This is an optimization exercise on Yosys and OpenROAD, whose aim is small area, a short achievable clock period and few clock cycles per item, not a production implementation. No functional check of the RTL was part of this run. Power figures rest on the tool's default switching activity, not on a simulated workload.

File: design/flow/config.mk
export PLATFORM = sky130hd
export DESIGN_NAME = madd_pipeline
export DESIGN_NICKNAME = madd_pipeline
export VERILOG_FILES = /design/flow/design.v
export SDC_FILE = /design/flow/constraint.sdc
export NUM_CORES = 4
export LEC_CHECK = 0
export ABC_AREA = 1
export CAP_MARGIN = 20
export CORE_MARGIN = 2
export CORE_UTILIZATION = 40
export SETUP_SLACK_MARGIN = 2.0
export SLEW_MARGIN = 20
File: design/flow/constraint.sdc
create_clock -name core_clock -period 7.5 [get_ports {clk}]
set_input_delay 1.5000 -clock core_clock [delete_from_list [all_inputs] [get_ports {clk}]]
set_output_delay 1.5000 -clock core_clock [all_outputs]
set_load 0.01 [all_outputs]
File: design/flow/design.v
`default_nettype none
module madd_pipeline #(parameter data_width = 16, parameter n_blocks = 256, parameter full_width = 2 * data_width + 8, parameter n_channels = 16)
	(
		input wire clk,
		input wire reset,
		input wire enable,
		input  wire in_valid,
		output wire in_ready,
		output wire out_valid,
		input  wire out_ready,
		input  wire [$clog2(n_blocks) - 1 : 0] block_in,
		output wire [$clog2(n_blocks) - 1 : 0] block_out,
		input wire [4:0] shift,
		input wire shift_disable,
		input wire signedness,
		input wire saturate_disable,
		input wire signed [data_width - 1 : 0] arg_a_in,
		input wire signed [data_width - 1 : 0] arg_b_in,
		input wire signed [data_width - 1 : 0] arg_c_in,
		output wire signed [full_width - 1 : 0] result_out,
		input  wire [ch_addr_w - 1 : 0] dest_in,
		output wire [ch_addr_w - 1 : 0] dest_out,
		input  wire [4 - 1 : 0] commit_id_in,
		output wire [4 - 1 : 0] commit_id_out,
		input wire commit_flag_in,
		output wire commit_flag_out
	);
	localparam ch_addr_w = $clog2(n_channels);
	wire [3:0] s4  = ~shift[3:0];
	wire       big = shift[4];
	wire [3:0] sa  = (shift_disable | big) ? 4'd0 : s4;
	wire [16:0] a_ext = {signedness & arg_a_in[15], arg_a_in};
	wire [16:0] b_ext = {signedness & arg_b_in[15], arg_b_in};
	wire [33:0] c_ext = {{18{signedness & arg_c_in[15]}}, arg_c_in};
	wire [33:0] c_sh  = c_ext << sa;
	wire [33:0] rnd   = (sa == 4'd0) ? 34'd0 : (34'd1 << (sa - 4'd1));
	wire [33:0] crow  = big ? 34'd0 : (c_sh | rnd);
	wire pp1;
	wire pp2;
	wire pp3;
	wire pp4;
	wire pp5;
	wire pp6;
	wire pp7;
	wire pp8;
	wire pp9;
	wire pp10;
	wire pp11;
	wire pp12;
	wire pp13;
	wire pp14;
	wire pp15;
	wire pp16;
	wire pp17;
	wire pp18;
	wire pp19;
	wire pp20;
	wire pp21;
	wire pp22;
	wire pp23;
	wire pp24;
	wire pp25;
	wire pp26;
	wire pp27;
	wire pp28;
	wire pp29;
	wire pp30;
	wire pp31;
	wire pp32;
	wire pp33;
	wire pp34;
	wire pp35;
	wire pp36;
	wire pp37;
	wire pp38;
	wire pp39;
	wire pp40;
	wire pp41;
	wire pp42;
	wire pp43;
	wire pp44;
	wire pp45;
	wire pp46;
	wire pp47;
	wire pp48;
	wire pp49;
	wire pp50;
	wire pp51;
	wire pp52;
	wire pp53;
	wire pp54;
	wire pp55;
	wire pp56;
	wire pp57;
	wire pp58;
	wire pp59;
	wire pp60;
	wire pp61;
	wire pp62;
	wire pp63;
	wire pp64;
	wire pp65;
	wire pp66;
	wire pp67;
	wire pp68;
	wire pp69;
	wire pp70;
	wire pp71;
	wire pp72;
	wire pp73;
	wire pp74;
	wire pp75;
	wire pp76;
	wire pp77;
	wire pp78;
	wire pp79;
	wire pp80;
	wire pp81;
	wire pp82;
	wire pp83;
	wire pp84;
	wire pp85;
	wire pp86;
	wire pp87;
	wire pp88;
	wire pp89;
	wire pp90;
	wire pp91;
	wire pp92;
	wire pp93;
	wire pp94;
	wire pp95;
	wire pp96;
	wire pp97;
	wire pp98;
	wire pp99;
	wire pp100;
	wire pp101;
	wire pp102;
	wire pp103;
	wire pp104;
	wire pp105;
	wire pp106;
	wire pp107;
	wire pp108;
	wire pp109;
	wire pp110;
	wire pp111;
	wire pp112;
	wire pp113;
	wire pp114;
	wire pp115;
	wire pp116;
	wire pp117;
	wire pp118;
	wire pp119;
	wire pp120;
	wire pp121;
	wire pp122;
	wire pp123;
	wire pp124;
	wire pp125;
	wire pp126;
	wire pp127;
	wire pp128;
	wire pp129;
	wire pp130;
	wire pp131;
	wire pp132;
	wire pp133;
	wire pp134;
	wire pp135;
	wire pp136;
	wire pp137;
	wire pp138;
	wire pp139;
	wire pp140;
	wire pp141;
	wire pp142;
	wire pp143;
	wire pp144;
	wire pp145;
	wire pp146;
	wire pp147;
	wire pp148;
	wire pp149;
	wire pp150;
	wire pp151;
	wire pp152;
	wire pp153;
	wire pp154;
	wire pp155;
	wire pp156;
	wire pp157;
	wire pp158;
	wire pp159;
	wire pp160;
	wire pp161;
	wire pp162;
	wire s163;
	wire c164;
	wire s165;
	wire c166;
	wire s167;
	wire c168;
	wire s169;
	wire c170;
	wire s171;
	wire c172;
	wire s173;
	wire c174;
	wire s175;
	wire c176;
	wire s177;
	wire c178;
	wire s179;
	wire c180;
	wire s181;
	wire c182;
	wire s183;
	wire c184;
	wire s185;
	wire c186;
	wire s187;
	wire c188;
	wire s189;
	wire c190;
	wire s191;
	wire c192;
	wire s193;
	wire c194;
	wire s195;
	wire c196;
	wire s197;
	wire c198;
	wire s199;
	wire c200;
	wire s201;
	wire c202;
	wire s203;
	wire c204;
	wire s205;
	wire c206;
	wire s207;
	wire c208;
	wire s209;
	wire c210;
	wire s211;
	wire c212;
	wire s213;
	wire c214;
	wire s215;
	wire c216;
	wire s217;
	wire c218;
	wire s219;
	wire c220;
	wire s221;
	wire c222;
	wire s223;
	wire c224;
	wire s225;
	wire c226;
	wire s227;
	wire c228;
	wire s229;
	wire c230;
	wire s231;
	wire c232;
	wire s233;
	wire c234;
	wire s235;
	wire c236;
	wire s237;
	wire c238;
	wire s239;
	wire c240;
	wire s241;
	wire c242;
	wire s243;
	wire c244;
	wire s245;
	wire c246;
	wire s247;
	wire c248;
	wire s249;
	wire c250;
	wire s251;
	wire c252;
	wire s253;
	wire c254;
	wire s255;
	wire c256;
	wire s257;
	wire c258;
	wire s259;
	wire c260;
	wire s261;
	wire c262;
	wire s263;
	wire c264;
	wire s265;
	wire c266;
	wire s267;
	wire c268;
	wire s269;
	wire c270;
	wire s271;
	wire c272;
	wire s273;
	wire c274;
	wire s275;
	wire c276;
	wire s277;
	wire c278;
	wire s279;
	wire c280;
	wire s281;
	wire c282;
	wire s283;
	wire c284;
	wire s285;
	wire c286;
	wire s287;
	wire c288;
	wire s289;
	wire c290;
	wire s291;
	wire c292;
	wire s293;
	wire c294;
	wire s295;
	wire c296;
	wire s297;
	wire c298;
	wire s299;
	wire c300;
	wire s301;
	wire c302;
	wire s303;
	wire c304;
	wire s305;
	wire c306;
	wire s307;
	wire c308;
	wire s309;
	wire c310;
	wire s311;
	wire c312;
	wire s313;
	wire c314;
	wire s315;
	wire c316;
	wire s317;
	wire c318;
	wire s319;
	wire c320;
	wire s321;
	wire c322;
	wire s323;
	wire c324;
	wire s325;
	wire c326;
	wire s327;
	wire c328;
	wire s329;
	wire c330;
	wire s331;
	wire c332;
	wire s333;
	wire c334;
	wire s335;
	wire c336;
	wire s337;
	wire c338;
	wire s339;
	wire c340;
	wire s341;
	wire c342;
	wire s343;
	wire c344;
	wire s345;
	wire c346;
	wire s347;
	wire c348;
	wire s349;
	wire c350;
	wire s351;
	wire c352;
	wire s353;
	wire c354;
	wire s355;
	wire c356;
	wire s357;
	wire c358;
	wire s359;
	wire c360;
	wire s361;
	wire c362;
	wire s363;
	wire c364;
	wire s365;
	wire c366;
	wire s367;
	wire c368;
	wire s369;
	wire c370;
	wire s371;
	wire c372;
	wire s373;
	wire c374;
	wire s375;
	wire c376;
	wire s377;
	wire c378;
	wire s379;
	wire c380;
	wire s381;
	wire c382;
	wire s383;
	wire c384;
	wire s385;
	wire c386;
	wire s387;
	wire c388;
	wire s389;
	wire c390;
	wire s391;
	wire c392;
	wire s393;
	wire c394;
	wire s395;
	wire c396;
	wire s397;
	wire c398;
	wire s399;
	wire c400;
	wire s401;
	wire c402;
	wire s403;
	wire c404;
	wire s405;
	wire c406;
	wire s407;
	wire c408;
	wire s409;
	wire c410;
	wire s411;
	wire c412;
	wire s413;
	wire c414;
	wire s415;
	wire c416;
	wire s417;
	wire c418;
	wire s419;
	wire c420;
	wire s421;
	wire c422;
	wire s423;
	wire c424;
	wire s425;
	wire c426;
	wire s427;
	wire c428;
	wire s429;
	wire c430;
	wire s431;
	wire c432;
	wire s433;
	wire c434;
	wire s435;
	wire c436;
	wire s437;
	wire c438;
	wire s439;
	wire c440;
	wire s441;
	wire c442;
	wire s443;
	wire c444;
	wire s445;
	wire c446;
	wire s447;
	wire c448;
	wire s449;
	wire c450;
	wire s451;
	wire c452;
	wire s453;
	wire c454;
	wire s455;
	wire c456;
	wire s457;
	wire c458;
	wire s459;
	wire c460;
	wire s461;
	wire c462;
	wire s463;
	wire c464;
	wire s465;
	wire c466;
	wire s467;
	wire c468;
	wire s469;
	wire c470;
	wire s471;
	wire c472;
	wire s473;
	wire c474;
	wire s475;
	wire c476;
	wire s477;
	wire c478;
	wire s479;
	wire c480;
	wire s481;
	wire c482;
	wire s483;
	wire c484;
	wire s485;
	wire c486;
	wire s487;
	wire c488;
	wire s489;
	wire c490;
	wire s491;
	wire c492;
	wire s493;
	wire c494;
	wire s495;
	wire c496;
	wire s497;
	wire c498;
	wire s499;
	wire c500;
	wire s501;
	wire c502;
	wire bneg0 = b_ext[1];
	wire bone0 = b_ext[0] ^ 1'b0;
	wire btwo0 = (b_ext[1] & ~b_ext[0] & ~1'b0) | (~b_ext[1] & b_ext[0] & 1'b0);
	assign pp1 = (((bone0 & a_ext[0]) | (btwo0 & 1'b0)) ^ bneg0);
	assign pp2 = (((bone0 & a_ext[1]) | (btwo0 & a_ext[0])) ^ bneg0);
	assign pp3 = (((bone0 & a_ext[2]) | (btwo0 & a_ext[1])) ^ bneg0);
	assign pp4 = (((bone0 & a_ext[3]) | (btwo0 & a_ext[2])) ^ bneg0);
	assign pp5 = (((bone0 & a_ext[4]) | (btwo0 & a_ext[3])) ^ bneg0);
	assign pp6 = (((bone0 & a_ext[5]) | (btwo0 & a_ext[4])) ^ bneg0);
	assign pp7 = (((bone0 & a_ext[6]) | (btwo0 & a_ext[5])) ^ bneg0);
	assign pp8 = (((bone0 & a_ext[7]) | (btwo0 & a_ext[6])) ^ bneg0);
	assign pp9 = (((bone0 & a_ext[8]) | (btwo0 & a_ext[7])) ^ bneg0);
	assign pp10 = (((bone0 & a_ext[9]) | (btwo0 & a_ext[8])) ^ bneg0);
	assign pp11 = (((bone0 & a_ext[10]) | (btwo0 & a_ext[9])) ^ bneg0);
	assign pp12 = (((bone0 & a_ext[11]) | (btwo0 & a_ext[10])) ^ bneg0);
	assign pp13 = (((bone0 & a_ext[12]) | (btwo0 & a_ext[11])) ^ bneg0);
	assign pp14 = (((bone0 & a_ext[13]) | (btwo0 & a_ext[12])) ^ bneg0);
	assign pp15 = (((bone0 & a_ext[14]) | (btwo0 & a_ext[13])) ^ bneg0);
	assign pp16 = (((bone0 & a_ext[15]) | (btwo0 & a_ext[14])) ^ bneg0);
	assign pp17 = (((bone0 & a_ext[16]) | (btwo0 & a_ext[15])) ^ bneg0);
	assign pp18 = ~(((bone0 & a_ext[16]) | (btwo0 & a_ext[16])) ^ bneg0);
	wire bneg1 = b_ext[3];
	wire bone1 = b_ext[2] ^ b_ext[1];
	wire btwo1 = (b_ext[3] & ~b_ext[2] & ~b_ext[1]) | (~b_ext[3] & b_ext[2] & b_ext[1]);
	assign pp19 = (((bone1 & a_ext[0]) | (btwo1 & 1'b0)) ^ bneg1);
	assign pp20 = (((bone1 & a_ext[1]) | (btwo1 & a_ext[0])) ^ bneg1);
	assign pp21 = (((bone1 & a_ext[2]) | (btwo1 & a_ext[1])) ^ bneg1);
	assign pp22 = (((bone1 & a_ext[3]) | (btwo1 & a_ext[2])) ^ bneg1);
	assign pp23 = (((bone1 & a_ext[4]) | (btwo1 & a_ext[3])) ^ bneg1);
	assign pp24 = (((bone1 & a_ext[5]) | (btwo1 & a_ext[4])) ^ bneg1);
	assign pp25 = (((bone1 & a_ext[6]) | (btwo1 & a_ext[5])) ^ bneg1);
	assign pp26 = (((bone1 & a_ext[7]) | (btwo1 & a_ext[6])) ^ bneg1);
	assign pp27 = (((bone1 & a_ext[8]) | (btwo1 & a_ext[7])) ^ bneg1);
	assign pp28 = (((bone1 & a_ext[9]) | (btwo1 & a_ext[8])) ^ bneg1);
	assign pp29 = (((bone1 & a_ext[10]) | (btwo1 & a_ext[9])) ^ bneg1);
	assign pp30 = (((bone1 & a_ext[11]) | (btwo1 & a_ext[10])) ^ bneg1);
	assign pp31 = (((bone1 & a_ext[12]) | (btwo1 & a_ext[11])) ^ bneg1);
	assign pp32 = (((bone1 & a_ext[13]) | (btwo1 & a_ext[12])) ^ bneg1);
	assign pp33 = (((bone1 & a_ext[14]) | (btwo1 & a_ext[13])) ^ bneg1);
	assign pp34 = (((bone1 & a_ext[15]) | (btwo1 & a_ext[14])) ^ bneg1);
	assign pp35 = (((bone1 & a_ext[16]) | (btwo1 & a_ext[15])) ^ bneg1);
	assign pp36 = ~(((bone1 & a_ext[16]) | (btwo1 & a_ext[16])) ^ bneg1);
	wire bneg2 = b_ext[5];
	wire bone2 = b_ext[4] ^ b_ext[3];
	wire btwo2 = (b_ext[5] & ~b_ext[4] & ~b_ext[3]) | (~b_ext[5] & b_ext[4] & b_ext[3]);
	assign pp37 = (((bone2 & a_ext[0]) | (btwo2 & 1'b0)) ^ bneg2);
	assign pp38 = (((bone2 & a_ext[1]) | (btwo2 & a_ext[0])) ^ bneg2);
	assign pp39 = (((bone2 & a_ext[2]) | (btwo2 & a_ext[1])) ^ bneg2);
	assign pp40 = (((bone2 & a_ext[3]) | (btwo2 & a_ext[2])) ^ bneg2);
	assign pp41 = (((bone2 & a_ext[4]) | (btwo2 & a_ext[3])) ^ bneg2);
	assign pp42 = (((bone2 & a_ext[5]) | (btwo2 & a_ext[4])) ^ bneg2);
	assign pp43 = (((bone2 & a_ext[6]) | (btwo2 & a_ext[5])) ^ bneg2);
	assign pp44 = (((bone2 & a_ext[7]) | (btwo2 & a_ext[6])) ^ bneg2);
	assign pp45 = (((bone2 & a_ext[8]) | (btwo2 & a_ext[7])) ^ bneg2);
	assign pp46 = (((bone2 & a_ext[9]) | (btwo2 & a_ext[8])) ^ bneg2);
	assign pp47 = (((bone2 & a_ext[10]) | (btwo2 & a_ext[9])) ^ bneg2);
	assign pp48 = (((bone2 & a_ext[11]) | (btwo2 & a_ext[10])) ^ bneg2);
	assign pp49 = (((bone2 & a_ext[12]) | (btwo2 & a_ext[11])) ^ bneg2);
	assign pp50 = (((bone2 & a_ext[13]) | (btwo2 & a_ext[12])) ^ bneg2);
	assign pp51 = (((bone2 & a_ext[14]) | (btwo2 & a_ext[13])) ^ bneg2);
	assign pp52 = (((bone2 & a_ext[15]) | (btwo2 & a_ext[14])) ^ bneg2);
	assign pp53 = (((bone2 & a_ext[16]) | (btwo2 & a_ext[15])) ^ bneg2);
	assign pp54 = ~(((bone2 & a_ext[16]) | (btwo2 & a_ext[16])) ^ bneg2);
	wire bneg3 = b_ext[7];
	wire bone3 = b_ext[6] ^ b_ext[5];
	wire btwo3 = (b_ext[7] & ~b_ext[6] & ~b_ext[5]) | (~b_ext[7] & b_ext[6] & b_ext[5]);
	assign pp55 = (((bone3 & a_ext[0]) | (btwo3 & 1'b0)) ^ bneg3);
	assign pp56 = (((bone3 & a_ext[1]) | (btwo3 & a_ext[0])) ^ bneg3);
	assign pp57 = (((bone3 & a_ext[2]) | (btwo3 & a_ext[1])) ^ bneg3);
	assign pp58 = (((bone3 & a_ext[3]) | (btwo3 & a_ext[2])) ^ bneg3);
	assign pp59 = (((bone3 & a_ext[4]) | (btwo3 & a_ext[3])) ^ bneg3);
	assign pp60 = (((bone3 & a_ext[5]) | (btwo3 & a_ext[4])) ^ bneg3);
	assign pp61 = (((bone3 & a_ext[6]) | (btwo3 & a_ext[5])) ^ bneg3);
	assign pp62 = (((bone3 & a_ext[7]) | (btwo3 & a_ext[6])) ^ bneg3);
	assign pp63 = (((bone3 & a_ext[8]) | (btwo3 & a_ext[7])) ^ bneg3);
	assign pp64 = (((bone3 & a_ext[9]) | (btwo3 & a_ext[8])) ^ bneg3);
	assign pp65 = (((bone3 & a_ext[10]) | (btwo3 & a_ext[9])) ^ bneg3);
	assign pp66 = (((bone3 & a_ext[11]) | (btwo3 & a_ext[10])) ^ bneg3);
	assign pp67 = (((bone3 & a_ext[12]) | (btwo3 & a_ext[11])) ^ bneg3);
	assign pp68 = (((bone3 & a_ext[13]) | (btwo3 & a_ext[12])) ^ bneg3);
	assign pp69 = (((bone3 & a_ext[14]) | (btwo3 & a_ext[13])) ^ bneg3);
	assign pp70 = (((bone3 & a_ext[15]) | (btwo3 & a_ext[14])) ^ bneg3);
	assign pp71 = (((bone3 & a_ext[16]) | (btwo3 & a_ext[15])) ^ bneg3);
	assign pp72 = ~(((bone3 & a_ext[16]) | (btwo3 & a_ext[16])) ^ bneg3);
	wire bneg4 = b_ext[9];
	wire bone4 = b_ext[8] ^ b_ext[7];
	wire btwo4 = (b_ext[9] & ~b_ext[8] & ~b_ext[7]) | (~b_ext[9] & b_ext[8] & b_ext[7]);
	assign pp73 = (((bone4 & a_ext[0]) | (btwo4 & 1'b0)) ^ bneg4);
	assign pp74 = (((bone4 & a_ext[1]) | (btwo4 & a_ext[0])) ^ bneg4);
	assign pp75 = (((bone4 & a_ext[2]) | (btwo4 & a_ext[1])) ^ bneg4);
	assign pp76 = (((bone4 & a_ext[3]) | (btwo4 & a_ext[2])) ^ bneg4);
	assign pp77 = (((bone4 & a_ext[4]) | (btwo4 & a_ext[3])) ^ bneg4);
	assign pp78 = (((bone4 & a_ext[5]) | (btwo4 & a_ext[4])) ^ bneg4);
	assign pp79 = (((bone4 & a_ext[6]) | (btwo4 & a_ext[5])) ^ bneg4);
	assign pp80 = (((bone4 & a_ext[7]) | (btwo4 & a_ext[6])) ^ bneg4);
	assign pp81 = (((bone4 & a_ext[8]) | (btwo4 & a_ext[7])) ^ bneg4);
	assign pp82 = (((bone4 & a_ext[9]) | (btwo4 & a_ext[8])) ^ bneg4);
	assign pp83 = (((bone4 & a_ext[10]) | (btwo4 & a_ext[9])) ^ bneg4);
	assign pp84 = (((bone4 & a_ext[11]) | (btwo4 & a_ext[10])) ^ bneg4);
	assign pp85 = (((bone4 & a_ext[12]) | (btwo4 & a_ext[11])) ^ bneg4);
	assign pp86 = (((bone4 & a_ext[13]) | (btwo4 & a_ext[12])) ^ bneg4);
	assign pp87 = (((bone4 & a_ext[14]) | (btwo4 & a_ext[13])) ^ bneg4);
	assign pp88 = (((bone4 & a_ext[15]) | (btwo4 & a_ext[14])) ^ bneg4);
	assign pp89 = (((bone4 & a_ext[16]) | (btwo4 & a_ext[15])) ^ bneg4);
	assign pp90 = ~(((bone4 & a_ext[16]) | (btwo4 & a_ext[16])) ^ bneg4);
	wire bneg5 = b_ext[11];
	wire bone5 = b_ext[10] ^ b_ext[9];
	wire btwo5 = (b_ext[11] & ~b_ext[10] & ~b_ext[9]) | (~b_ext[11] & b_ext[10] & b_ext[9]);
	assign pp91 = (((bone5 & a_ext[0]) | (btwo5 & 1'b0)) ^ bneg5);
	assign pp92 = (((bone5 & a_ext[1]) | (btwo5 & a_ext[0])) ^ bneg5);
	assign pp93 = (((bone5 & a_ext[2]) | (btwo5 & a_ext[1])) ^ bneg5);
	assign pp94 = (((bone5 & a_ext[3]) | (btwo5 & a_ext[2])) ^ bneg5);
	assign pp95 = (((bone5 & a_ext[4]) | (btwo5 & a_ext[3])) ^ bneg5);
	assign pp96 = (((bone5 & a_ext[5]) | (btwo5 & a_ext[4])) ^ bneg5);
	assign pp97 = (((bone5 & a_ext[6]) | (btwo5 & a_ext[5])) ^ bneg5);
	assign pp98 = (((bone5 & a_ext[7]) | (btwo5 & a_ext[6])) ^ bneg5);
	assign pp99 = (((bone5 & a_ext[8]) | (btwo5 & a_ext[7])) ^ bneg5);
	assign pp100 = (((bone5 & a_ext[9]) | (btwo5 & a_ext[8])) ^ bneg5);
	assign pp101 = (((bone5 & a_ext[10]) | (btwo5 & a_ext[9])) ^ bneg5);
	assign pp102 = (((bone5 & a_ext[11]) | (btwo5 & a_ext[10])) ^ bneg5);
	assign pp103 = (((bone5 & a_ext[12]) | (btwo5 & a_ext[11])) ^ bneg5);
	assign pp104 = (((bone5 & a_ext[13]) | (btwo5 & a_ext[12])) ^ bneg5);
	assign pp105 = (((bone5 & a_ext[14]) | (btwo5 & a_ext[13])) ^ bneg5);
	assign pp106 = (((bone5 & a_ext[15]) | (btwo5 & a_ext[14])) ^ bneg5);
	assign pp107 = (((bone5 & a_ext[16]) | (btwo5 & a_ext[15])) ^ bneg5);
	assign pp108 = ~(((bone5 & a_ext[16]) | (btwo5 & a_ext[16])) ^ bneg5);
	wire bneg6 = b_ext[13];
	wire bone6 = b_ext[12] ^ b_ext[11];
	wire btwo6 = (b_ext[13] & ~b_ext[12] & ~b_ext[11]) | (~b_ext[13] & b_ext[12] & b_ext[11]);
	assign pp109 = (((bone6 & a_ext[0]) | (btwo6 & 1'b0)) ^ bneg6);
	assign pp110 = (((bone6 & a_ext[1]) | (btwo6 & a_ext[0])) ^ bneg6);
	assign pp111 = (((bone6 & a_ext[2]) | (btwo6 & a_ext[1])) ^ bneg6);
	assign pp112 = (((bone6 & a_ext[3]) | (btwo6 & a_ext[2])) ^ bneg6);
	assign pp113 = (((bone6 & a_ext[4]) | (btwo6 & a_ext[3])) ^ bneg6);
	assign pp114 = (((bone6 & a_ext[5]) | (btwo6 & a_ext[4])) ^ bneg6);
	assign pp115 = (((bone6 & a_ext[6]) | (btwo6 & a_ext[5])) ^ bneg6);
	assign pp116 = (((bone6 & a_ext[7]) | (btwo6 & a_ext[6])) ^ bneg6);
	assign pp117 = (((bone6 & a_ext[8]) | (btwo6 & a_ext[7])) ^ bneg6);
	assign pp118 = (((bone6 & a_ext[9]) | (btwo6 & a_ext[8])) ^ bneg6);
	assign pp119 = (((bone6 & a_ext[10]) | (btwo6 & a_ext[9])) ^ bneg6);
	assign pp120 = (((bone6 & a_ext[11]) | (btwo6 & a_ext[10])) ^ bneg6);
	assign pp121 = (((bone6 & a_ext[12]) | (btwo6 & a_ext[11])) ^ bneg6);
	assign pp122 = (((bone6 & a_ext[13]) | (btwo6 & a_ext[12])) ^ bneg6);
	assign pp123 = (((bone6 & a_ext[14]) | (btwo6 & a_ext[13])) ^ bneg6);
	assign pp124 = (((bone6 & a_ext[15]) | (btwo6 & a_ext[14])) ^ bneg6);
	assign pp125 = (((bone6 & a_ext[16]) | (btwo6 & a_ext[15])) ^ bneg6);
	assign pp126 = ~(((bone6 & a_ext[16]) | (btwo6 & a_ext[16])) ^ bneg6);
	wire bneg7 = b_ext[15];
	wire bone7 = b_ext[14] ^ b_ext[13];
	wire btwo7 = (b_ext[15] & ~b_ext[14] & ~b_ext[13]) | (~b_ext[15] & b_ext[14] & b_ext[13]);
	assign pp127 = (((bone7 & a_ext[0]) | (btwo7 & 1'b0)) ^ bneg7);
	assign pp128 = (((bone7 & a_ext[1]) | (btwo7 & a_ext[0])) ^ bneg7);
	assign pp129 = (((bone7 & a_ext[2]) | (btwo7 & a_ext[1])) ^ bneg7);
	assign pp130 = (((bone7 & a_ext[3]) | (btwo7 & a_ext[2])) ^ bneg7);
	assign pp131 = (((bone7 & a_ext[4]) | (btwo7 & a_ext[3])) ^ bneg7);
	assign pp132 = (((bone7 & a_ext[5]) | (btwo7 & a_ext[4])) ^ bneg7);
	assign pp133 = (((bone7 & a_ext[6]) | (btwo7 & a_ext[5])) ^ bneg7);
	assign pp134 = (((bone7 & a_ext[7]) | (btwo7 & a_ext[6])) ^ bneg7);
	assign pp135 = (((bone7 & a_ext[8]) | (btwo7 & a_ext[7])) ^ bneg7);
	assign pp136 = (((bone7 & a_ext[9]) | (btwo7 & a_ext[8])) ^ bneg7);
	assign pp137 = (((bone7 & a_ext[10]) | (btwo7 & a_ext[9])) ^ bneg7);
	assign pp138 = (((bone7 & a_ext[11]) | (btwo7 & a_ext[10])) ^ bneg7);
	assign pp139 = (((bone7 & a_ext[12]) | (btwo7 & a_ext[11])) ^ bneg7);
	assign pp140 = (((bone7 & a_ext[13]) | (btwo7 & a_ext[12])) ^ bneg7);
	assign pp141 = (((bone7 & a_ext[14]) | (btwo7 & a_ext[13])) ^ bneg7);
	assign pp142 = (((bone7 & a_ext[15]) | (btwo7 & a_ext[14])) ^ bneg7);
	assign pp143 = (((bone7 & a_ext[16]) | (btwo7 & a_ext[15])) ^ bneg7);
	assign pp144 = ~(((bone7 & a_ext[16]) | (btwo7 & a_ext[16])) ^ bneg7);
	wire bneg8 = b_ext[16];
	wire bone8 = b_ext[16] ^ b_ext[15];
	wire btwo8 = (b_ext[16] & ~b_ext[16] & ~b_ext[15]) | (~b_ext[16] & b_ext[16] & b_ext[15]);
	assign pp145 = (((bone8 & a_ext[0]) | (btwo8 & 1'b0)) ^ bneg8);
	assign pp146 = (((bone8 & a_ext[1]) | (btwo8 & a_ext[0])) ^ bneg8);
	assign pp147 = (((bone8 & a_ext[2]) | (btwo8 & a_ext[1])) ^ bneg8);
	assign pp148 = (((bone8 & a_ext[3]) | (btwo8 & a_ext[2])) ^ bneg8);
	assign pp149 = (((bone8 & a_ext[4]) | (btwo8 & a_ext[3])) ^ bneg8);
	assign pp150 = (((bone8 & a_ext[5]) | (btwo8 & a_ext[4])) ^ bneg8);
	assign pp151 = (((bone8 & a_ext[6]) | (btwo8 & a_ext[5])) ^ bneg8);
	assign pp152 = (((bone8 & a_ext[7]) | (btwo8 & a_ext[6])) ^ bneg8);
	assign pp153 = (((bone8 & a_ext[8]) | (btwo8 & a_ext[7])) ^ bneg8);
	assign pp154 = (((bone8 & a_ext[9]) | (btwo8 & a_ext[8])) ^ bneg8);
	assign pp155 = (((bone8 & a_ext[10]) | (btwo8 & a_ext[9])) ^ bneg8);
	assign pp156 = (((bone8 & a_ext[11]) | (btwo8 & a_ext[10])) ^ bneg8);
	assign pp157 = (((bone8 & a_ext[12]) | (btwo8 & a_ext[11])) ^ bneg8);
	assign pp158 = (((bone8 & a_ext[13]) | (btwo8 & a_ext[12])) ^ bneg8);
	assign pp159 = (((bone8 & a_ext[14]) | (btwo8 & a_ext[13])) ^ bneg8);
	assign pp160 = (((bone8 & a_ext[15]) | (btwo8 & a_ext[14])) ^ bneg8);
	assign pp161 = (((bone8 & a_ext[16]) | (btwo8 & a_ext[15])) ^ bneg8);
	assign pp162 = ~(((bone8 & a_ext[16]) | (btwo8 & a_ext[16])) ^ bneg8);
	assign s163 = bneg7 ^ pp111;
	assign c164 = bneg7 & pp111;
	assign s165 = pp112 ^ pp128;
	assign c166 = pp112 & pp128;
	assign s167 = bneg8 ^ pp113 ^ pp129;
	assign c168 = (bneg8 & pp113) | (bneg8 & pp129) | (pp113 & pp129);
	assign s169 = pp145 ^ pp17;
	assign c170 = pp145 & pp17;
	assign s171 = 1'b1 ^ pp114 ^ pp130;
	assign c172 = (1'b1 & pp114) | (1'b1 & pp130) | (pp114 & pp130);
	assign s173 = pp146 ^ pp18 ^ pp34;
	assign c174 = (pp146 & pp18) | (pp146 & pp34) | (pp18 & pp34);
	assign s175 = 1'b1 ^ pp115 ^ pp131;
	assign c176 = (1'b1 & pp115) | (1'b1 & pp131) | (pp115 & pp131);
	assign s177 = pp147 ^ pp35;
	assign c178 = pp147 & pp35;
	assign s179 = pp100 ^ pp116 ^ pp132;
	assign c180 = (pp100 & pp116) | (pp100 & pp132) | (pp116 & pp132);
	assign s181 = 1'b1 ^ pp101;
	assign c182 = 1'b1 & pp101;
	assign s183 = bneg4 ^ pp25;
	assign c184 = bneg4 & pp25;
	assign s185 = pp10 ^ pp26;
	assign c186 = pp10 & pp26;
	assign s187 = bneg5 ^ pp11 ^ pp27;
	assign c188 = (bneg5 & pp11) | (bneg5 & pp27) | (pp11 & pp27);
	assign s189 = pp43 ^ pp59;
	assign c190 = pp43 & pp59;
	assign s191 = pp12 ^ pp28 ^ pp44;
	assign c192 = (pp12 & pp28) | (pp12 & pp44) | (pp28 & pp44);
	assign s193 = pp60 ^ pp76;
	assign c194 = pp60 & pp76;
	assign s195 = bneg6 ^ pp109 ^ pp13;
	assign c196 = (bneg6 & pp109) | (bneg6 & pp13) | (pp109 & pp13);
	assign s197 = pp29 ^ pp45 ^ pp61;
	assign c198 = (pp29 & pp45) | (pp29 & pp61) | (pp45 & pp61);
	assign s199 = pp77 ^ pp93;
	assign c200 = pp77 & pp93;
	assign s201 = pp110 ^ pp14 ^ pp30;
	assign c202 = (pp110 & pp14) | (pp110 & pp30) | (pp14 & pp30);
	assign s203 = pp46 ^ pp62 ^ pp78;
	assign c204 = (pp46 & pp62) | (pp46 & pp78) | (pp62 & pp78);
	assign s205 = pp94 ^ crow[13];
	assign c206 = pp94 & crow[13];
	assign s207 = pp127 ^ pp15 ^ pp31;
	assign c208 = (pp127 & pp15) | (pp127 & pp31) | (pp15 & pp31);
	assign s209 = pp47 ^ pp63 ^ pp79;
	assign c210 = (pp47 & pp63) | (pp47 & pp79) | (pp63 & pp79);
	assign s211 = pp95 ^ crow[14] ^ s163;
	assign c212 = (pp95 & crow[14]) | (pp95 & s163) | (crow[14] & s163);
	assign s213 = pp16 ^ pp32 ^ pp48;
	assign c214 = (pp16 & pp32) | (pp16 & pp48) | (pp32 & pp48);
	assign s215 = pp64 ^ pp80 ^ pp96;
	assign c216 = (pp64 & pp80) | (pp64 & pp96) | (pp80 & pp96);
	assign s217 = c164 ^ crow[15] ^ s165;
	assign c218 = (c164 & crow[15]) | (c164 & s165) | (crow[15] & s165);
	assign s219 = pp33 ^ pp49 ^ pp65;
	assign c220 = (pp33 & pp49) | (pp33 & pp65) | (pp49 & pp65);
	assign s221 = pp81 ^ pp97 ^ c166;
	assign c222 = (pp81 & pp97) | (pp81 & c166) | (pp97 & c166);
	assign s223 = crow[16] ^ s169 ^ s167;
	assign c224 = (crow[16] & s169) | (crow[16] & s167) | (s169 & s167);
	assign s225 = pp50 ^ pp66 ^ pp82;
	assign c226 = (pp50 & pp66) | (pp50 & pp82) | (pp66 & pp82);
	assign s227 = pp98 ^ c170 ^ crow[17];
	assign c228 = (pp98 & c170) | (pp98 & crow[17]) | (c170 & crow[17]);
	assign s229 = c168 ^ s171 ^ s173;
	assign c230 = (c168 & s171) | (c168 & s173) | (s171 & s173);
	assign s231 = pp51 ^ pp67 ^ pp83;
	assign c232 = (pp51 & pp67) | (pp51 & pp83) | (pp67 & pp83);
	assign s233 = pp99 ^ crow[18] ^ s177;
	assign c234 = (pp99 & crow[18]) | (pp99 & s177) | (crow[18] & s177);
	assign s235 = c172 ^ c174 ^ s175;
	assign c236 = (c172 & c174) | (c172 & s175) | (c174 & s175);
	assign s237 = pp148 ^ pp36 ^ pp52;
	assign c238 = (pp148 & pp36) | (pp148 & pp52) | (pp36 & pp52);
	assign s239 = pp68 ^ pp84 ^ c178;
	assign c240 = (pp68 & pp84) | (pp68 & c178) | (pp84 & c178);
	assign s241 = crow[19] ^ c176 ^ s179;
	assign c242 = (crow[19] & c176) | (crow[19] & s179) | (c176 & s179);
	assign s243 = pp117 ^ pp133 ^ pp149;
	assign c244 = (pp117 & pp133) | (pp117 & pp149) | (pp133 & pp149);
	assign s245 = pp53 ^ pp69 ^ pp85;
	assign c246 = (pp53 & pp69) | (pp53 & pp85) | (pp69 & pp85);
	assign s247 = crow[20] ^ s181 ^ c180;
	assign c248 = (crow[20] & s181) | (crow[20] & c180) | (s181 & c180);
	assign s249 = pp102 ^ pp118 ^ pp134;
	assign c250 = (pp102 & pp118) | (pp102 & pp134) | (pp118 & pp134);
	assign s251 = pp150 ^ pp54 ^ pp70;
	assign c252 = (pp150 & pp54) | (pp150 & pp70) | (pp54 & pp70);
	assign s253 = pp86 ^ c182 ^ crow[21];
	assign c254 = (pp86 & c182) | (pp86 & crow[21]) | (c182 & crow[21]);
	assign s255 = 1'b1 ^ pp103 ^ pp119;
	assign c256 = (1'b1 & pp103) | (1'b1 & pp119) | (pp103 & pp119);
	assign s257 = pp135 ^ pp151 ^ pp71;
	assign c258 = (pp135 & pp151) | (pp135 & pp71) | (pp151 & pp71);
	assign s259 = pp87 ^ crow[22];
	assign c260 = pp87 & crow[22];
	assign s261 = pp104 ^ pp120 ^ pp136;
	assign c262 = (pp104 & pp120) | (pp104 & pp136) | (pp120 & pp136);
	assign s263 = pp152 ^ pp72 ^ pp88;
	assign c264 = (pp152 & pp72) | (pp152 & pp88) | (pp72 & pp88);
	assign s265 = 1'b1 ^ pp105 ^ pp121;
	assign c266 = (1'b1 & pp105) | (1'b1 & pp121) | (pp105 & pp121);
	assign s267 = pp137 ^ pp153;
	assign c268 = pp137 & pp153;
	assign s269 = pp106 ^ pp122 ^ pp138;
	assign c270 = (pp106 & pp122) | (pp106 & pp138) | (pp122 & pp138);
	assign s271 = 1'b1 ^ pp107;
	assign c272 = 1'b1 & pp107;
	assign s273 = bneg2 ^ pp21;
	assign c274 = bneg2 & pp21;
	assign s275 = pp22 ^ pp38;
	assign c276 = pp22 & pp38;
	assign s277 = bneg3 ^ pp23 ^ pp39;
	assign c278 = (bneg3 & pp23) | (bneg3 & pp39) | (pp23 & pp39);
	assign s279 = pp55 ^ pp7;
	assign c280 = pp55 & pp7;
	assign s281 = pp24 ^ pp40 ^ pp56;
	assign c282 = (pp24 & pp40) | (pp24 & pp56) | (pp40 & pp56);
	assign s283 = pp8 ^ crow[7];
	assign c284 = pp8 & crow[7];
	assign s285 = pp41 ^ pp57 ^ pp73;
	assign c286 = (pp41 & pp57) | (pp41 & pp73) | (pp57 & pp73);
	assign s287 = pp9 ^ crow[8] ^ s183;
	assign c288 = (pp9 & crow[8]) | (pp9 & s183) | (crow[8] & s183);
	assign s289 = pp42 ^ pp58 ^ pp74;
	assign c290 = (pp42 & pp58) | (pp42 & pp74) | (pp58 & pp74);
	assign s291 = c184 ^ crow[9] ^ s185;
	assign c292 = (c184 & crow[9]) | (c184 & s185) | (crow[9] & s185);
	assign s293 = pp75 ^ pp91 ^ c186;
	assign c294 = (pp75 & pp91) | (pp75 & c186) | (pp91 & c186);
	assign s295 = crow[10] ^ s189 ^ s187;
	assign c296 = (crow[10] & s189) | (crow[10] & s187) | (s189 & s187);
	assign s297 = pp92 ^ c190 ^ crow[11];
	assign c298 = (pp92 & c190) | (pp92 & crow[11]) | (c190 & crow[11]);
	assign s299 = s193 ^ c188 ^ s191;
	assign c300 = (s193 & c188) | (s193 & s191) | (c188 & s191);
	assign s301 = c194 ^ crow[12] ^ s199;
	assign c302 = (c194 & crow[12]) | (c194 & s199) | (crow[12] & s199);
	assign s303 = c192 ^ s195 ^ s197;
	assign c304 = (c192 & s195) | (c192 & s197) | (s195 & s197);
	assign s305 = c200 ^ c196 ^ c198;
	assign c306 = (c200 & c196) | (c200 & c198) | (c196 & c198);
	assign s307 = s201 ^ s203 ^ s205;
	assign c308 = (s201 & s203) | (s201 & s205) | (s203 & s205);
	assign s309 = c202 ^ c204 ^ s207;
	assign c310 = (c202 & c204) | (c202 & s207) | (c204 & s207);
	assign s311 = s209 ^ c206 ^ s211;
	assign c312 = (s209 & c206) | (s209 & s211) | (c206 & s211);
	assign s313 = c208 ^ c210 ^ s213;
	assign c314 = (c208 & c210) | (c208 & s213) | (c210 & s213);
	assign s315 = s215 ^ c212 ^ s217;
	assign c316 = (s215 & c212) | (s215 & s217) | (c212 & s217);
	assign s317 = c214 ^ c216 ^ s219;
	assign c318 = (c214 & c216) | (c214 & s219) | (c216 & s219);
	assign s319 = c218 ^ s221 ^ s223;
	assign c320 = (c218 & s221) | (c218 & s223) | (s221 & s223);
	assign s321 = c220 ^ s225 ^ c222;
	assign c322 = (c220 & s225) | (c220 & c222) | (s225 & c222);
	assign s323 = s227 ^ c224 ^ s229;
	assign c324 = (s227 & c224) | (s227 & s229) | (c224 & s229);
	assign s325 = c226 ^ s231 ^ c228;
	assign c326 = (c226 & s231) | (c226 & c228) | (s231 & c228);
	assign s327 = s233 ^ c230 ^ s235;
	assign c328 = (s233 & c230) | (s233 & s235) | (c230 & s235);
	assign s329 = c232 ^ s237 ^ c234;
	assign c330 = (c232 & s237) | (c232 & c234) | (s237 & c234);
	assign s331 = s239 ^ c236 ^ s241;
	assign c332 = (s239 & c236) | (s239 & s241) | (c236 & s241);
	assign s333 = c238 ^ s243 ^ s245;
	assign c334 = (c238 & s243) | (c238 & s245) | (s243 & s245);
	assign s335 = c240 ^ c242 ^ s247;
	assign c336 = (c240 & c242) | (c240 & s247) | (c242 & s247);
	assign s337 = c244 ^ c246 ^ s249;
	assign c338 = (c244 & c246) | (c244 & s249) | (c246 & s249);
	assign s339 = s251 ^ s253 ^ c248;
	assign c340 = (s251 & s253) | (s251 & c248) | (s253 & c248);
	assign s341 = c250 ^ c252 ^ s255;
	assign c342 = (c250 & c252) | (c250 & s255) | (c252 & s255);
	assign s343 = s257 ^ s259 ^ c254;
	assign c344 = (s257 & s259) | (s257 & c254) | (s259 & c254);
	assign s345 = crow[23] ^ c256 ^ c258;
	assign c346 = (crow[23] & c256) | (crow[23] & c258) | (c256 & c258);
	assign s347 = s261 ^ s263 ^ c260;
	assign c348 = (s261 & s263) | (s261 & c260) | (s263 & c260);
	assign s349 = pp89 ^ crow[24] ^ s267;
	assign c350 = (pp89 & crow[24]) | (pp89 & s267) | (crow[24] & s267);
	assign s351 = c262 ^ c264 ^ s265;
	assign c352 = (c262 & c264) | (c262 & s265) | (c264 & s265);
	assign s353 = pp154 ^ pp90 ^ c268;
	assign c354 = (pp154 & pp90) | (pp154 & c268) | (pp90 & c268);
	assign s355 = crow[25] ^ c266 ^ s269;
	assign c356 = (crow[25] & c266) | (crow[25] & s269) | (c266 & s269);
	assign s357 = pp123 ^ pp139 ^ pp155;
	assign c358 = (pp123 & pp139) | (pp123 & pp155) | (pp139 & pp155);
	assign s359 = crow[26] ^ s271 ^ c270;
	assign c360 = (crow[26] & s271) | (crow[26] & c270) | (s271 & c270);
	assign s361 = pp108 ^ pp124 ^ pp140;
	assign c362 = (pp108 & pp124) | (pp108 & pp140) | (pp124 & pp140);
	assign s363 = pp156 ^ c272 ^ crow[27];
	assign c364 = (pp156 & c272) | (pp156 & crow[27]) | (c272 & crow[27]);
	assign s365 = 1'b1 ^ pp125 ^ pp141;
	assign c366 = (1'b1 & pp125) | (1'b1 & pp141) | (pp125 & pp141);
	assign s367 = pp157 ^ crow[28];
	assign c368 = pp157 & crow[28];
	assign s369 = pp126 ^ pp142 ^ pp158;
	assign c370 = (pp126 & pp142) | (pp126 & pp158) | (pp142 & pp158);
	assign s371 = 1'b1 ^ pp143;
	assign c372 = 1'b1 & pp143;
	assign s373 = bneg1 ^ pp19;
	assign c374 = bneg1 & pp19;
	assign s375 = pp20 ^ pp4;
	assign c376 = pp20 & pp4;
	assign s377 = pp37 ^ pp5 ^ crow[4];
	assign c378 = (pp37 & pp5) | (pp37 & crow[4]) | (pp5 & crow[4]);
	assign s379 = pp6 ^ c274 ^ crow[5];
	assign c380 = (pp6 & c274) | (pp6 & crow[5]) | (c274 & crow[5]);
	assign s381 = c276 ^ crow[6] ^ s279;
	assign c382 = (c276 & crow[6]) | (c276 & s279) | (crow[6] & s279);
	assign s383 = c280 ^ c278 ^ s281;
	assign c384 = (c280 & c278) | (c280 & s281) | (c278 & s281);
	assign s385 = c282 ^ s285 ^ c284;
	assign c386 = (c282 & s285) | (c282 & c284) | (s285 & c284);
	assign s387 = c286 ^ s289 ^ c288;
	assign c388 = (c286 & s289) | (c286 & c288) | (s289 & c288);
	assign s389 = c290 ^ c292 ^ s293;
	assign c390 = (c290 & c292) | (c290 & s293) | (c292 & s293);
	assign s391 = c294 ^ s297 ^ c296;
	assign c392 = (c294 & s297) | (c294 & c296) | (s297 & c296);
	assign s393 = c298 ^ s301 ^ c300;
	assign c394 = (c298 & s301) | (c298 & c300) | (s301 & c300);
	assign s395 = c302 ^ c304 ^ s305;
	assign c396 = (c302 & c304) | (c302 & s305) | (c304 & s305);
	assign s397 = c306 ^ s309 ^ c308;
	assign c398 = (c306 & s309) | (c306 & c308) | (s309 & c308);
	assign s399 = c310 ^ s313 ^ c312;
	assign c400 = (c310 & s313) | (c310 & c312) | (s313 & c312);
	assign s401 = c314 ^ s317 ^ c316;
	assign c402 = (c314 & s317) | (c314 & c316) | (s317 & c316);
	assign s403 = c318 ^ s321 ^ c320;
	assign c404 = (c318 & s321) | (c318 & c320) | (s321 & c320);
	assign s405 = c322 ^ s325 ^ c324;
	assign c406 = (c322 & s325) | (c322 & c324) | (s325 & c324);
	assign s407 = c326 ^ s329 ^ c328;
	assign c408 = (c326 & s329) | (c326 & c328) | (s329 & c328);
	assign s409 = s333 ^ c330 ^ c332;
	assign c410 = (s333 & c330) | (s333 & c332) | (c330 & c332);
	assign s411 = c334 ^ s337 ^ s339;
	assign c412 = (c334 & s337) | (c334 & s339) | (s337 & s339);
	assign s413 = c338 ^ s341 ^ s343;
	assign c414 = (c338 & s341) | (c338 & s343) | (s341 & s343);
	assign s415 = c342 ^ s345 ^ s347;
	assign c416 = (c342 & s345) | (c342 & s347) | (s345 & s347);
	assign s417 = s349 ^ c346 ^ s351;
	assign c418 = (s349 & c346) | (s349 & s351) | (c346 & s351);
	assign s419 = c350 ^ s353 ^ c352;
	assign c420 = (c350 & s353) | (c350 & c352) | (s353 & c352);
	assign s421 = s357 ^ c354 ^ c356;
	assign c422 = (s357 & c354) | (s357 & c356) | (c354 & c356);
	assign s423 = c358 ^ s361 ^ s363;
	assign c424 = (c358 & s361) | (c358 & s363) | (s361 & s363);
	assign s425 = c362 ^ s365 ^ s367;
	assign c426 = (c362 & s365) | (c362 & s367) | (s365 & s367);
	assign s427 = crow[29] ^ c366 ^ s369;
	assign c428 = (crow[29] & c366) | (crow[29] & s369) | (c366 & s369);
	assign s429 = pp159 ^ crow[30] ^ s371;
	assign c430 = (pp159 & crow[30]) | (pp159 & s371) | (crow[30] & s371);
	assign s431 = pp144 ^ pp160 ^ c372;
	assign c432 = (pp144 & pp160) | (pp144 & c372) | (pp160 & c372);
	assign s433 = 1'b1 ^ pp161;
	assign c434 = 1'b1 & pp161;
	assign s435 = bneg0 ^ pp1;
	assign c436 = bneg0 & pp1;
	assign s437 = pp2 ^ crow[1];
	assign c438 = pp2 & crow[1];
	assign s439 = pp3 ^ crow[2] ^ s373;
	assign c440 = (pp3 & crow[2]) | (pp3 & s373) | (crow[2] & s373);
	assign s441 = c374 ^ crow[3] ^ s375;
	assign c442 = (c374 & crow[3]) | (c374 & s375) | (crow[3] & s375);
	assign s443 = c376 ^ s273 ^ s377;
	assign c444 = (c376 & s273) | (c376 & s377) | (s273 & s377);
	assign s445 = s275 ^ c378 ^ s379;
	assign c446 = (s275 & c378) | (s275 & s379) | (c378 & s379);
	assign s447 = s277 ^ c380 ^ s381;
	assign c448 = (s277 & c380) | (s277 & s381) | (c380 & s381);
	assign s449 = s283 ^ c382 ^ s383;
	assign c450 = (s283 & c382) | (s283 & s383) | (c382 & s383);
	assign s451 = s287 ^ c384 ^ s385;
	assign c452 = (s287 & c384) | (s287 & s385) | (c384 & s385);
	assign s453 = s291 ^ c386 ^ s387;
	assign c454 = (s291 & c386) | (s291 & s387) | (c386 & s387);
	assign s455 = s295 ^ c388 ^ s389;
	assign c456 = (s295 & c388) | (s295 & s389) | (c388 & s389);
	assign s457 = s299 ^ c390 ^ s391;
	assign c458 = (s299 & c390) | (s299 & s391) | (c390 & s391);
	assign s459 = s303 ^ c392 ^ s393;
	assign c460 = (s303 & c392) | (s303 & s393) | (c392 & s393);
	assign s461 = s307 ^ c394 ^ s395;
	assign c462 = (s307 & c394) | (s307 & s395) | (c394 & s395);
	assign s463 = s311 ^ c396 ^ s397;
	assign c464 = (s311 & c396) | (s311 & s397) | (c396 & s397);
	assign s465 = s315 ^ c398 ^ s399;
	assign c466 = (s315 & c398) | (s315 & s399) | (c398 & s399);
	assign s467 = s319 ^ c400 ^ s401;
	assign c468 = (s319 & c400) | (s319 & s401) | (c400 & s401);
	assign s469 = s323 ^ c402 ^ s403;
	assign c470 = (s323 & c402) | (s323 & s403) | (c402 & s403);
	assign s471 = s327 ^ c404 ^ s405;
	assign c472 = (s327 & c404) | (s327 & s405) | (c404 & s405);
	assign s473 = s331 ^ c406 ^ s407;
	assign c474 = (s331 & c406) | (s331 & s407) | (c406 & s407);
	assign s475 = s335 ^ c408 ^ s409;
	assign c476 = (s335 & c408) | (s335 & s409) | (c408 & s409);
	assign s477 = c336 ^ c410 ^ s411;
	assign c478 = (c336 & c410) | (c336 & s411) | (c410 & s411);
	assign s479 = c340 ^ s413 ^ c412;
	assign c480 = (c340 & s413) | (c340 & c412) | (s413 & c412);
	assign s481 = c344 ^ s415 ^ c414;
	assign c482 = (c344 & s415) | (c344 & c414) | (s415 & c414);
	assign s483 = c348 ^ s417 ^ c416;
	assign c484 = (c348 & s417) | (c348 & c416) | (s417 & c416);
	assign s485 = s355 ^ s419 ^ c418;
	assign c486 = (s355 & s419) | (s355 & c418) | (s419 & c418);
	assign s487 = s359 ^ c420 ^ s421;
	assign c488 = (s359 & c420) | (s359 & s421) | (c420 & s421);
	assign s489 = c360 ^ s423 ^ c422;
	assign c490 = (c360 & s423) | (c360 & c422) | (s423 & c422);
	assign s491 = c364 ^ s425 ^ c424;
	assign c492 = (c364 & s425) | (c364 & c424) | (s425 & c424);
	assign s493 = c368 ^ s427 ^ c426;
	assign c494 = (c368 & s427) | (c368 & c426) | (s427 & c426);
	assign s495 = c370 ^ s429 ^ c428;
	assign c496 = (c370 & s429) | (c370 & c428) | (s429 & c428);
	assign s497 = crow[31] ^ c430 ^ s431;
	assign c498 = (crow[31] & c430) | (crow[31] & s431) | (c430 & s431);
	assign s499 = crow[32] ^ s433 ^ c432;
	assign c500 = (crow[32] & s433) | (crow[32] & c432) | (s433 & c432);
	assign s501 = pp162 ^ c434 ^ crow[33];
	assign c502 = (pp162 & c434) | (pp162 & crow[33]) | (c434 & crow[33]);
	wire [33:0] row0 = {s501, s499, s497, s495, s493, s491, c488, c486, s485, s483, s481, c478, c476, c474, c472, c470, c468, c466, c464, c462, c460, c458, c456, c454, c452, c450, c448, c446, c444, c442, c440, c438, c436, crow[0]};
	wire [33:0] row1 = {c500, c498, c496, c494, c492, c490, s489, s487, c484, c482, c480, s479, s477, s475, s473, s471, s469, s467, s465, s463, s461, s459, s457, s455, s453, s451, s449, s447, s445, s443, s441, s439, s437, s435};
	wire [10:0] sum_lo = row0[9:0] + row1[9:0];
	reg        v_q;
	reg [3:0]  sh_q;
	reg        big_q, rb_en_q, satd_q, sg_q;
	reg [15:0] c_q;
	reg [7:0]  block_q;
	reg [3:0]  dest_q, cid_q;
	reg        cf_q;
	reg [10:0] lo_q;
	reg [33:10] h0_q;
	reg [33:10] h1_q;
	assign in_ready  = ~v_q | out_ready;
	assign out_valid = v_q;
	wire take_in  = in_valid & in_ready;
	wire take_out = v_q & out_ready;
	always @(posedge clk) begin
		if (reset)
			v_q <= 1'b0;
		else if (enable) begin
			if (take_in)
				v_q <= 1'b1;
			else if (take_out)
				v_q <= 1'b0;
		end
	end
	always @(posedge clk) begin
		if (enable & take_in) begin
			lo_q <= sum_lo;
			h0_q <= row0[33:10];
			h1_q <= row1[33:10];
			sh_q    <= (shift_disable & ~big) ? 4'd0 : s4;
			big_q   <= big;
			rb_en_q <= big & ~shift_disable;
			satd_q  <= saturate_disable;
			sg_q    <= signedness;
			c_q     <= arg_c_in;
			block_q <= block_in;
			dest_q  <= dest_in;
			cid_q   <= commit_id_in;
			cf_q    <= commit_flag_in;
		end
	end
	wire [33:0] x = {h0_q + h1_q + lo_q[10], lo_q[9:0]};
	wire signed [33:0] y = $signed(x) >>> sh_q;
	wire [32:0] xd = x[33:1] ^ x[32:0];
	reg  [32:0] ovf_mask;
	integer k;
	always @(*)
		for (k = 0; k < 33; k = k + 1)
			ovf_mask[k] = (k >= 15 + sh_q);
	wire ovf_y = |(xd & ovf_mask);
	wire [17:0] c18   = {{2{sg_q & c_q[15]}}, c_q};
	wire [17:0] c18p  = c18 + 18'd1;
	wire [17:0] r_big = (rb_en_q & y[15]) ? c18p : c18;
	wire ovf_big = ~r_big[17] & (r_big[16] | r_big[15]);
	wire        neg = big_q ? r_big[17] : x[33];
	wire        ovf = big_q ? ovf_big : ovf_y;
	wire [15:0] lo  = big_q ? r_big[15:0] : y[15:0];
	wire [23:0] hi  = big_q ? {{22{r_big[17]}}, r_big[17:16]} : {{6{y[33]}}, y[33:16]};
	assign result_out = satd_q ? {hi, lo} :
	                    ovf    ? {{25{neg}}, {15{~neg}}} :
	                             {{24{lo[15]}}, lo};
	assign block_out       = block_q;
	assign dest_out        = dest_q;
	assign commit_id_out   = cid_q;
	assign commit_flag_out = cf_q;
endmodule
`default_nettype wire
File: design/flow/flow/run.sh
#!/bin/bash
# Own layout flow: the standard flow (standard.sh, unchanged synthesis),
# with the port buffers that buffer_ports inserts made plain sky130 buffers
# (buffer_ports otherwise picks clkdlybuf4s50_1, a slow 10 um2 delay cell).
# The full output of the flow goes to flow_standard.log in this folder.
set -euo pipefail
cd "$(dirname "$0")/.."
EXTRA=()
if [[ -f flow/extra.mk ]]; then
  while IFS= read -r line; do
    [[ -z "$line" || "$line" == \#* ]] && continue
    EXTRA+=("$line")
  done < flow/extra.mk
fi
bash standard.sh "BUFFER_PORTS_ARGS=-buffer_cell sky130_fd_sc_hd__buf_2" ${EXTRA[@]+"${EXTRA[@]}"} finish > flow_standard.log 2>&1
File: design/flow/standard.sh
#!/bin/bash
# synth_recipe.tcl (not shown) runs the flow's synth.tcl, then flattens the netlist and writes it again
# the make line also repeats each setting of config.mk as NAME=value (left out here)
make -C /OpenROAD-flow-scripts/flow DESIGN_CONFIG=/design/flow/config.mk WORK_HOME=/design/flow/orfs CLKGATE_MAP_FILE= SYNTH_SCRIPT=/design/flow/synth_recipe.tcl "${@:-finish}"
==> flow_metrics.py <==
metrics = {
    "routing": {
        "drc": 0,
        "drt_pre_antenna_iters": 5,
        "viasPerCell": 5.30,
        "ant_nets": 0,
        "num_vias": 14640,
        "drt_iter0_drc": 1042,
        "routed_wl_um": 49100,
        "routedWlPerCell_um": 17.8,
    },
    "global_routing": {
        "grt_usage_pct": 23.7,
        "grt_max_degree": 75,
        "grt_pass1_wl_um": 76700,
        "grt_antenna_before_repair": 0,
        "grt_pass1_vias": 13935,
        "overflow": 0,
    },
    "floorplanning": {
        "start_util_pct": 40.6,
        "die_w_um": 202,
        "core.rowCount": 72,
        "dieArea_um2": 40900,
        "die_h_um": 202,
        "io_pins": 137,
        "core-area_um2": 38700,
    },
    "outcome": {
        "status": "finished clean",
    },
    "placement": {
        "io_buffers": 136,
        "gp_congestion": 0.937,
        "dpl.hpwl_um": 39200,
    },
    "setup_path": {
        "ff2ff_setup_slack_ns": 5.41,
        "cp-startpoint": "arg_b_in[7]",
        "worstSetupPathType": "in2reg",
        "ff2ff_path_depth": 4,
        "crit_end": "lo_q[9]$_DFFE_PP_",
        "cp_num_cells": 16,
        "critPathBufInv": 4,
        "worstPathArrival_ns": 5.46,
        "crit_chain": "buf_2 > inv_1 > o21ai_2 > buf_4 > o22ai_1 > xor2_1 > fa_1 > fa_1 > fa_1 > ha_1 > inv_1 > nor2_1 > nor2_1 > nor2_1 > nor2_1 > xnor2_1",
        "cp_slowest_stage_delay_ns": 0.54,
        "reg2reg_to": "c_q[9]$_DFFE_PP_",
        "worstReg2RegStart": "v_q$_SDFFE_PP0P_",
        "cp-end-kind": "flip-flop",
        "start_kind": "input port",
        "path_delay_family": "adder cells",
        "required_ns": 7.61,
        "cpMaxStageDelayCell": "fa_1",
        "crit_fanout": 13,
        "cpMostUsedCell": "nor2_1",
    },
    "final_layout": {
        "layout_commonest_cell": "nand2_1",
        "diodes": 0,
        "area_growth_pct": 12.0,
        "layout_common_cells": "495 x nand2_1, 329 x inv_1, 157 x xor2_1",
        "drive_gt1_share_pct": 12.6,
        "seqCellArea_um2": 3020,
        "fin_nets": 2521,
        "multi_input_area_um2": 11400,
        "nFillCells": 4070,
    },
    "sta": {
        "finalSetupViolCount": 0,
        "min_period_over_period_pct": 71.3,
        "tightest_slew_ns": 0.942,
        "rsz0062_at_grt": "true",
        "slew_violations": 0,
        "skew_ns": 0.0106,
        "period_needed_ns": 5.35,
        "slew-limit-headroom_pct": 37.2,
        "fin_tns_setup_ns": 0,
        "hold_violations": 0,
        "max_freq_mhz": 187,
    },
    "power": {
        "power_frac_seq_pct": 16.8,
        "clkPwrFrac_pct": 7.5,
        "ir_drop_v": 0.000179,
        "finalPower_uw": 6110,
        "p_sw_uw": 3250,
        "p_int_uw": 2860,
        "p_comb_share_pct": 75.7,
        "p_per_area_nw_per_um2": 347,
        "swShare_pct": 53.2,
        "p_leak_uw": 0.00845,
    },
    "cts": {
        "cts-buffers-inserted": 9,
        "clockRootBuffer": "clkbuf_16",
        "cts_tree": "done",
        "clk_path_buf_depth": 2,
        "htree_levels": 3,
        "clock_latency_ns": 0.37,
        "path_clk_slew_ns": 0.07,
        "cts_num_sinks": 101,
        "cts_hold_buf": 0,
    },
    "logic_synthesis": {
        "synth_top_flop_cell": "edfxtp_1",
        "syn-mean-instance-area_um2": 7.27,
        "synth-edff-count": 100,
        "async_reset_ff_share_pct": 0,
        "synth-seq-cells": 101,
        "ys_warn_count": 1,
        "syn-cell-area_um2": 15700,
        "ys_seq_area_share_pct": 19.2,
        "syn_inst": 2165,
        "syn-num-nets": 2446,
        "yosysUniqueCellTypes": 50,
    },
    "run": {
        "max_cap_violations": 0,
    },
    "worst_hold_path": {
        "hold_class": "reg2reg",
        "hold_depth": 2,
    },
}
==> layout make-up <==
type | instances | share of cell area [%]
inverters | 349 | 7.47
clock inverters | 7 | 0.390
multi-input cells | 1607 | 64.4
clock buffers | 9 | 1.28
well taps | 518 | 3.68
flip-flops and latches | 101 | 17.2
repair buffers | 172 | 5.62
==> power groups by stage <==
stage | registers (µW) | clock network (µW) | logic (µW)
after floorplan | 1010 | 0 | 3180
after CTS | 1030 | 468 | 4460
after global routing | 1040 | 493 | 5280
after detailed placement | 1040 | 0 | 4410
final | 1030 | 456 | 4630
after global placement | 1040 | 0 | 4340
==> worst min-delay path by stage <==
stage | from | end | slack (ns)
3_5_place_dp | v_q$_SDFFE_PP0P_ | v_q$_SDFFE_PP0P_ | 0.46
6_report | v_q$_SDFFE_PP0P_ | v_q$_SDFFE_PP0P_ | 0.47
2_1_floorplan | v_q$_SDFFE_PP0P_ | v_q$_SDFFE_PP0P_ | 0.49
5_1_grt | v_q$_SDFFE_PP0P_ | v_q$_SDFFE_PP0P_ | 0.50
3_3_place_gp | v_q$_SDFFE_PP0P_ | v_q$_SDFFE_PP0P_ | 0.46
4_1_cts | v_q$_SDFFE_PP0P_ | v_q$_SDFFE_PP0P_ | 0.47
==> worst reg2reg max path, stage by stage, from the launching register on <==
cell and delay [ns]:
dfxtp_1 0.32, nand2_1 0.10, nand3_1 0.14, inv_4 0.30, buf_4 0.76
==> stage by stage <==
step | worst slack (ns) | instance area (µm²) | instances | utilization (%) | hold WS [ns]
after global placement | 1.55 | 16700 | 2723 | 43.2 | 0.456
after floorplan | 2.00 | 15700 | 2165 | - | 0.488
after detailed placement | 1.50 | 16700 | 2723 | 43.2 | 0.462
after CTS | 2.00 | 17200 | 2747 | 44.3 | 0.473
after global routing | 1.95 | 17600 | 2763 | 45.5 | 0.495
final | 2.15 | 17600 | 2763 | 45.5 | 0.468
==> logic make-up (layout without fill, tap and decap cells) <==
group	count (synthesis)	in the layout	synth area share [%]
buffers and inverters	463	537	11.3
AND/OR/NAND/NOR	812	818	21.6
flip-flops	101	101	19.2
AO/OA/AOI/OAI	403	403	14.6
adder cells (fa/ha/maj)	203	203	22.9
XOR/XNOR	175	175	9.84
multiplexers	8	8	0.517
==> synth_stat cells (4+ instances only) <==
library cell / number / area, µm²
nand2_1: 516 / 1940
inv_1: 332 / 1250
xor2_1: 158 / 1380
o21ai_0: 146 / 731
fa_1: 141 / 2820
o22ai_1: 139 / 870
nand3_1: 124 / 621
nor2_1: 107 / 402
edfxtp_1: 100 / 3000
clkbuf_1: 82 / 308
a21oi_1: 66 / 330
ha_1: 62 / 776
nor3_1: 20 / 100
buf_1: 17 / 63.8
xnor2_1: 15 / 131
nand4_1: 12 / 75.1
clkinv_1: 11 / 41.3
o211ai_1: 11 / 82.6
o21ai_1: 11 / 55.1
buf_4: 9 / 67.6
a31oi_1: 8 / 50.1
mux2i_1: 7 / 70.1
nand3b_1: 7 / 52.6
buf_2: 6 / 30.0
inv_2: 6 / 22.5
nand3_2: 6 / 60.1
nand2_2: 5 / 31.3
a211oi_1: 4 / 30.0
==> per-layer routing <==
layer	wire, µm	part of all wire, %	up-vias	GRT usage, %
li1	-	-	7182	-
met1	22300	45	6964	32.8
met2	23100	47	425	39.8
met3	2410	4.9	69	2.16
met4	1220	2.5	0	5.94
met5	0	0	-	0
==> sequential cells by signal, indices dropped and copies added (netlist names) <==
register / count
sg_q: 1
sh_q: 4
h0_q: 24
lo_q: 11
block_q: 8
cid_q: 4
c_q: 16
big_q: 1
h1_q: 24
rb_en_q: 1
satd_q: 1
dest_q: 4
v_q: 1
cf_q: 1
==> timing repair <==
item / CTS / global route
gates cloned: 3 / 3
setup endpoints to repair: 45 / 57
pin swaps: 5 / 14
gates resized for setup: 19 / 86
buffers inserted: 5 / 13

[re-timing with driven ports]
How much do the figures lean on ideal ports? The routed layout below was timed once more, with nothing changed but the port constraints.
Step 1: set_driving_cell puts a clkbuf_16 on clk and a buf_2 on each other input, an assumption about the parent block.
Step 2 adds t to the input delays and takes it off the output delays; t is the mean of the earliest and latest rising clock arrival at the registers after step 1. Input paths then give back, and output paths get back, about the clock's delay inside the block.
Slacks: ideal ports / drivers / drivers and shift; pairs: ideal ports / drivers.
t, ns: 0.405
setup slack, ns: 2.155 / 2.111 / 1.775
hold WS [ns]: 0.468 / 0.468 / 0.468
worst setup path at the end: input to register
worst data-port slew with drivers (ns): 0.05
After both steps this run still meets setup and hold. The setup slack of this run moves by -0.044 ns with the drivers and by -0.380 ns with both steps.
